What follows belongs to an exercise in optimizing a design on an open flow for small area and a short achievable clock period; a production flow would make more cautious choices. RTL that was checked went through simulation tests only; none was proved equivalent to the original.

run 4:
Design StepperPositionController, start of the top module:
module StepperPositionController (
    input clk,
    input reset,
    input write,
    input [4:0] address,
    input signed [31:0] writedata,
    input read,
    output signed [31:0] readdata,
    output step,
    output dir,
    input A,
    input B,
    input I,
    output reg enable,
    output reg [1:0] MS,
    input endswitch
  );
  parameter CLOCK_FREQ_HZ = 50_000_000;    
  localparam [24:0] HALF = CLOCK_FREQ_HZ / 2;
  reg [31:0] setpoint, Kp, Ki, deadband, integralMax, outputMax, pos_offset;
  reg [31:0] ramp_up_limit, ramp_up_threshold;
  reg [31:0] count, position, error, iterm, term_sum;
  reg res_nz;
  reg [31:0] result_freq;
  reg sf_act, sf_big;
  reg [24:0] Dsf;
  reg [31:0] R;
  reg Dr0;              
  reg [24:1] Dr_hi;
  wire [24:0] Dr = {Dr_hi, Dr0};
  reg slow_clk;
  reg [15:0] ms_lfsr;    
  reg [31:0] ticks_per_millisecond, pos_prev_n;    
  wire [31:0] g_a1;
  wire [0:0] g_k2;
  wire [31:0] position_next;
  wire [31:0] g_a3;
  wire [0:0] g_k4;
  wire [31:0] E;
  wire [31:0] g_a5;
  wire [0:0] g_k6;
  wire [31:0] count_next;
  wire [31:0] ppi0;
  wire [29:0] ppi1;
  wire [27:0] ppi2;
  wire [25:0] ppi3;
  wire [23:0] ppi4;
  wire [21:0] ppi5;
  wire [19:0] ppi6;
  wire [17:0] ppi7;
  wire [15:0] ppi8;
  wire [13:0] ppi9;
  wire [11:0] ppi10;
  wire [9:0] ppi11;
  wire [7:0] ppi12;
  wire [5:0] ppi13;
  wire [3:0] ppi14;
  wire [1:0] ppi15;
  wire [19:0] g_s7;
  wire [19:0] g_c8;
  wire [9:0] g_s9;
  wire [9:0] g_c10;
  wire [51:0] g_s11;
  wire [51:0] g_c12;
  wire [7:0] g_s13;
  wire [7:0] g_c14;
  wire [59:0] g_s15;
  wire [59:0] g_c16;
  wire [5:0] g_s17;
  wire [5:0] g_c18;
  wire [49:0] g_s19;
  wire [49:0] g_c20;
  wire [3:0] g_s21;
  wire [3:0] g_c22;
  wire [27:0] g_s23;
  wire [27:0] g_c24;
  wire [1:0] g_s25;
  wire [1:0] g_c26;
  ...
Size in the first run: about 6400 cells after synthesis, ~82 I/O pins, ~59000 um^2 of cells after synthesis.
export LEC_CHECK = 0
export ABC_AREA = 1
export CAP_MARGIN = 20
export CORE_MARGIN = 2
export CORE_UTILIZATION = 40
export CTS_BUF_LIST = sky130_fd_sc_hd__clkbuf_8
export SLEW_MARGIN = 20
export SYNTH_HIERARCHICAL = 1
create_clock -name core_clock -period 100.0 [get_ports {clk}]
standard.sh (not shown) runs the stock make flow with config.mk's settings and CLKGATE_MAP_FILE= SYNTH_SCRIPT=/design/flow/synth_recipe.tcl, a recipe that flattens the netlist after the stock synthesis.
==> flow/flow/run.sh <==
#!/bin/bash
# The standard layout (standard.sh), with two changes passed to ORFS:
#  - the clock tree uses sky130_fd_sc_hd__clkbuf_8 cells on sink clusters of at
#    most 16 flip-flops within 80 um, without the dummy loads CTS otherwise adds
#    for balancing;
#  - the port buffers are sky130_fd_sc_hd__buf_2 cells.
# Each tool's output goes to the ORFS logs under orfs/logs; standard.sh's own
# output to standard.log.
set -o pipefail
export CTS_ARGS="-sink_clustering_enable -repair_clock_nets -dont_use_dummy_load -buf_list sky130_fd_sc_hd__clkbuf_8 -sink_clustering_size 16 -sink_clustering_max_diameter 80"
export BUFFER_PORTS_ARGS="-buffer_cell sky130_fd_sc_hd__buf_2"
bash standard.sh > standard.log 2>&1
Run 4 completed end to end with timing, DRC and antenna clean.
[inputs] run 2 vs run 4
# run 4
export LEC_CHECK = 0
export ABC_AREA = 1
export CAP_MARGIN = 20
export CORE_MARGIN = 2
export CORE_UTILIZATION = 40
export CTS_BUF_LIST = sky130_fd_sc_hd__clkbuf_8
export SLEW_MARGIN = 20
export SYNTH_HIERARCHICAL = 1
create_clock -name core_clock -period 100.0 [get_ports {clk}]
# run 2
export LEC_CHECK = 0
export ABC_AREA = 1
export CAP_MARGIN = 20
export CORE_MARGIN = 2
export CORE_UTILIZATION = 40
export CTS_BUF_LIST = sky130_fd_sc_hd__clkbuf_8
export GPL_TIMING_DRIVEN = 0
export SLEW_MARGIN = 20
export SYNTH_HIERARCHICAL = 1
create_clock -name core_clock -period 100.0 [get_ports {clk}]
--- a/flow/flow/run.sh
+++ b/flow/flow/run.sh
@@ -4 +4 @@
-#    most 16 flip-flops within 80 um, without the dummy loads CTS otherwise adds
+#    most 14 flip-flops within 70 um, without the dummy loads CTS otherwise adds
@@ -10 +10 @@
-export CTS_ARGS="-sink_clustering_enable -repair_clock_nets -dont_use_dummy_load -buf_list sky130_fd_sc_hd__clkbuf_8 -sink_clustering_size 16 -sink_clustering_max_diameter 80"
+export CTS_ARGS="-sink_clustering_enable -repair_clock_nets -dont_use_dummy_load -buf_list sky130_fd_sc_hd__clkbuf_8 -sink_clustering_size 14 -sink_clustering_max_diameter 70"
[summary]
The clock slew at the register clock pins of the worst setup and hold paths was comparable across run 4 and run 2. Sort run 4 and run 2 by final setup skew, descending, and run 2 comes first. Run 2 vs run 4: layout overhead on the synthesized area up in run 2. Run 2 vs run 4: clock buffer count up by more than a quarter. Area: run 2 vs run 4 -> run 2 larger.

========
StepperPositionController, a different RTL version from the one above (not shown whole).
Size in the first run: roughly 6800 cells after synthesis, roughly 82 I/O pins.
==> flow/config.mk <==
export PLATFORM = sky130hd
export DESIGN_NAME = StepperPositionController
export DESIGN_NICKNAME = StepperPositionController
export VERILOG_FILES = /design/flow/design.v
export SDC_FILE = /design/flow/constraint.sdc
export NUM_CORES = 4
export LEC_CHECK = 0
export ABC_AREA = 1
export CAP_MARGIN = 20
export CORE_MARGIN = 2
export CORE_UTILIZATION = 60
export SLEW_MARGIN = 20
==> flow/constraint.sdc <==
create_clock -name core_clock -period 100.0 [get_ports {clk}]
set_input_delay 20.0000 -clock core_clock [delete_from_list [all_inputs] [get_ports {clk}]]
set_output_delay 20.0000 -clock core_clock [all_outputs]
set_load 0.01 [all_outputs]
run.sh (not shown) runs the stock make flow with config.mk's settings and CLKGATE_MAP_FILE= SYNTH_SCRIPT=/design/flow/synth_recipe.tcl, a recipe that flattens the netlist after the stock synthesis.
Stock flow here: none of the scripts above is used.
The baseline went through all stages and came out clean.
==> next run, changes <==
CORE_UTILIZATION = 40   (was 60)
Routed wire length decreases by a few percent; die area rises by well over a third; setup slack is worse by 0.025 ns; final area grows slightly; synthesized area is unchanged; first-iteration DRC count went down by a quarter to a third; sequential share of layout area goes down by 0.42 points; synthesized cell count is unchanged; fmax hardly moves; count of clock-buffer cells in the layout went down by 13.
No functional check of the RTL was part of any run of this note.

========
StepperPositionController with an RTL version that a note above also has.
Size: roughly 6400 cells after synthesis.
==> flow/config.mk <==
export PLATFORM = sky130hd
export DESIGN_NAME = StepperPositionController
export DESIGN_NICKNAME = StepperPositionController
export VERILOG_FILES = /design/flow/design.v
export SDC_FILE = /design/flow/constraint.sdc
export NUM_CORES = 4
export LEC_CHECK = 0
export ABC_AREA = 1
export CAP_MARGIN = 20
export CORE_MARGIN = 2
export CORE_UTILIZATION = 40
export CTS_BUF_LIST = sky130_fd_sc_hd__clkbuf_8
export PLACE_DENSITY = 0.8
export SLEW_MARGIN = 20
export SYNTH_HIERARCHICAL = 1
==> flow/constraint.sdc <==
create_clock -name core_clock -period 100.0 [get_ports {clk}]
set_input_delay 20.0000 -clock core_clock [delete_from_list [all_inputs] [get_ports {clk}]]
set_output_delay 20.0000 -clock core_clock [all_outputs]
set_load 0.01 [all_outputs]
standard.sh (not shown) runs the stock make flow with config.mk's settings and CLKGATE_MAP_FILE= SYNTH_SCRIPT=/design/flow/synth_recipe.tcl, a recipe that flattens the netlist after the stock synthesis.
==> flow/flow/run.sh <==
#!/bin/bash
# The standard layout (standard.sh), with two changes passed to ORFS:
#  - the clock tree uses sky130_fd_sc_hd__clkbuf_8 cells on sink clusters of at
#    most 14 flip-flops within 70 um, without the dummy loads CTS otherwise adds
#    for balancing;
#  - the port buffers are sky130_fd_sc_hd__buf_2 cells.
# Each tool's output goes to the ORFS logs under orfs/logs; standard.sh's own
# output to standard.log.
set -o pipefail
export CTS_ARGS="-sink_clustering_enable -repair_clock_nets -dont_use_dummy_load -buf_list sky130_fd_sc_hd__clkbuf_8 -sink_clustering_size 14 -sink_clustering_max_diameter 70"
export BUFFER_PORTS_ARGS="-buffer_cell sky130_fd_sc_hd__buf_2"
bash standard.sh > standard.log 2>&1
Change:
==> flow/flow/run.sh (replaced) <==
#!/bin/bash
# The standard layout (standard.sh), with two changes passed to ORFS:
#  - the clock tree uses sky130_fd_sc_hd__clkbuf_8 cells on sink clusters of at
#    most 14 flip-flops within 70 um, without the dummy loads CTS otherwise adds
#    for balancing;
#  - the port buffers are sky130_fd_sc_hd__buf_4 cells.
# Each tool's output goes to the ORFS logs under orfs/logs; standard.sh's own
# output to standard.log.
set -o pipefail
export CTS_ARGS="-sink_clustering_enable -repair_clock_nets -dont_use_dummy_load -buf_list sky130_fd_sc_hd__clkbuf_8 -sink_clustering_size 14 -sink_clustering_max_diameter 70"
export BUFFER_PORTS_ARGS="-buffer_cell sky130_fd_sc_hd__buf_4"
bash standard.sh > standard.log 2>&1
PLACE_DENSITY = not set   (was 0.8)
Result: The changed run passed the timing, DRC and antenna checks. Routed wire length increases by a few percent. Sequential cell count stays the same. Critical path depth rises by 1.
Change:
==> flow/flow/run.sh (replaced) <==
#!/bin/bash
# The standard layout (standard.sh), with two changes passed to ORFS:
#  - the clock tree uses sky130_fd_sc_hd__clkbuf_8 cells on sink clusters of at
#    most 14 flip-flops within 70 um, without the dummy loads CTS otherwise adds
#    for balancing;
#  - the port buffers are sky130_fd_sc_hd__buf_2 cells.
# Each tool's output goes to the ORFS logs under orfs/logs; standard.sh's own
# output to standard.log.
set -o pipefail
export CTS_ARGS="-sink_clustering_enable -repair_clock_nets -dont_use_dummy_load -buf_list sky130_fd_sc_hd__clkbuf_8 -sink_clustering_size 14 -sink_clustering_max_diameter 70"
export BUFFER_PORTS_ARGS="-buffer_cell sky130_fd_sc_hd__buf_2"
bash standard.sh > standard.log 2>&1
CORE_UTILIZATION = 50   (was 40)
Register-to-register slack got worse by 0.04 ns.
Hold slack is better by 0.015 ns.
Synthesized cell count is unchanged.
Sequential cell count does not change.
Change:
==> flow/flow/run.sh (replaced) <==
#!/bin/bash
# The standard layout (standard.sh), with the clock tree built without the
# dummy loads that CTS otherwise adds for balancing. Each tool's output goes to
# the ORFS logs under orfs/logs; standard.sh's own output to standard.log.
set -o pipefail
export CTS_ARGS="-sink_clustering_enable -repair_clock_nets -dont_use_dummy_load -buf_list sky130_fd_sc_hd__clkbuf_8 -sink_clustering_size 16 -sink_clustering_max_diameter 80"
bash standard.sh > standard.log 2>&1
CORE_UTILIZATION = 40   (was 50)
CTS_BUF_LIST = sky130_fd_sc_hd__clkbuf_4   (was sky130_fd_sc_hd__clkbuf_8)
The new run ran to the end with no violations.
Final area went up slightly.
Hold slack is worse by 0.0035 ns.
Count of clock-buffer cells in the layout drops by 8.
Synthesized cell count is unchanged.
Setup slack loses 0.82 ns.
Synthesized area is unchanged.
Routed wire length rises slightly.
Change:
==> flow/flow/run.sh (replaced) <==
#!/bin/bash
# The standard layout (standard.sh), with the clock tree built without the
# dummy loads that CTS otherwise adds for balancing. Each tool's output goes to
# the ORFS logs under orfs/logs; standard.sh's own output to standard.log.
set -o pipefail
export CTS_ARGS="-sink_clustering_enable -repair_clock_nets -dont_use_dummy_load -buf_list sky130_fd_sc_hd__clkbuf_4"
bash standard.sh > standard.log 2>&1
- The changed run went through all stages and came out clean
- die area stays the same
- area after synthesis does not change
- final cell count rose by 1.6%
Change:
==> flow/flow/run.sh (replaced) <==
#!/bin/bash
# The standard layout (standard.sh), with two changes passed to ORFS:
#  - the clock tree is built without the dummy loads CTS otherwise adds for balancing;
#  - the port buffers are sky130_fd_sc_hd__buf_2 cells.
# Each tool's output goes to the ORFS logs under orfs/logs; standard.sh's own
# output to standard.log.
set -o pipefail
export CTS_ARGS="-sink_clustering_enable -repair_clock_nets -dont_use_dummy_load -buf_list sky130_fd_sc_hd__clkbuf_4"
export BUFFER_PORTS_ARGS="-buffer_cell sky130_fd_sc_hd__buf_2"
bash standard.sh > standard.log 2>&1
What happened: Fmax rises by 2.2%. Global-route usage barely changes. Cell area shrinks by 0.72%. Sequential share of layout area went up by 0.19 points. Register-to-register slack is worse by 0.92 ns. Clock skew hardly moves. Worst setup slack improved by 0.95 ns. Clock-buffer cell count is lower by 1.

re-timing with driven ports:
How much do the figures lean on ideal ports? The routed layouts below were timed once more, with nothing changed but the port constraints.
Step 1 (the two cells are an assumption about what drives the block):
set clk [get_ports {clk}]
set_driving_cell -lib_cell sky130_fd_sc_hd__clkbuf_16 $clk
set_driving_cell -lib_cell sky130_fd_sc_hd__buf_2 [delete_from_list [all_inputs] $clk]
Step 2 moves the port delays by t, midway between the first and last clock arrival at a register: inputs arrive t later, outputs are due t later. That takes back most of the time a late clock gives input paths.
a / b / c = no drivers / after step 1 / after step 2; a / b = the first two.
run | t (ns) | slack for setup (ns) | pins driven straight from the clock port
run 4 | 0.764 | 57.004 / 56.937 / 56.937 | 1
run 2 | 0.830 | 55.752 / 55.719 / 55.719 | 1
the first run of note 2 | 0.724 | 55.852 / 55.821 / 55.821 | 1
the second run of note 2 | 0.748 | 55.827 / 55.793 / 55.793 | 1
the first run of note 3 | 0.770 | 56.527 / 56.445 / 56.445 | 1
the second run of note 3 | 0.768 | 57.098 / 57.026 / 57.026 | 1
the third run of note 3 | 0.782 | 56.881 / 56.807 / 56.807 | 1
the fourth run of note 3 | 0.760 | 56.058 / 56.028 / 56.028 | 1
the fifth run of note 3 | 1.135 | 55.995 / 55.965 / 55.965 | 1
the sixth run of note 3 | 1.119 | 56.947 / 56.879 / 56.879 | 1
After both steps every run listed still meets setup and hold. For the first run of note 3, which loses most, drivers alone change the setup slack by -0.082 ns; drivers and shift together by -0.082 ns.
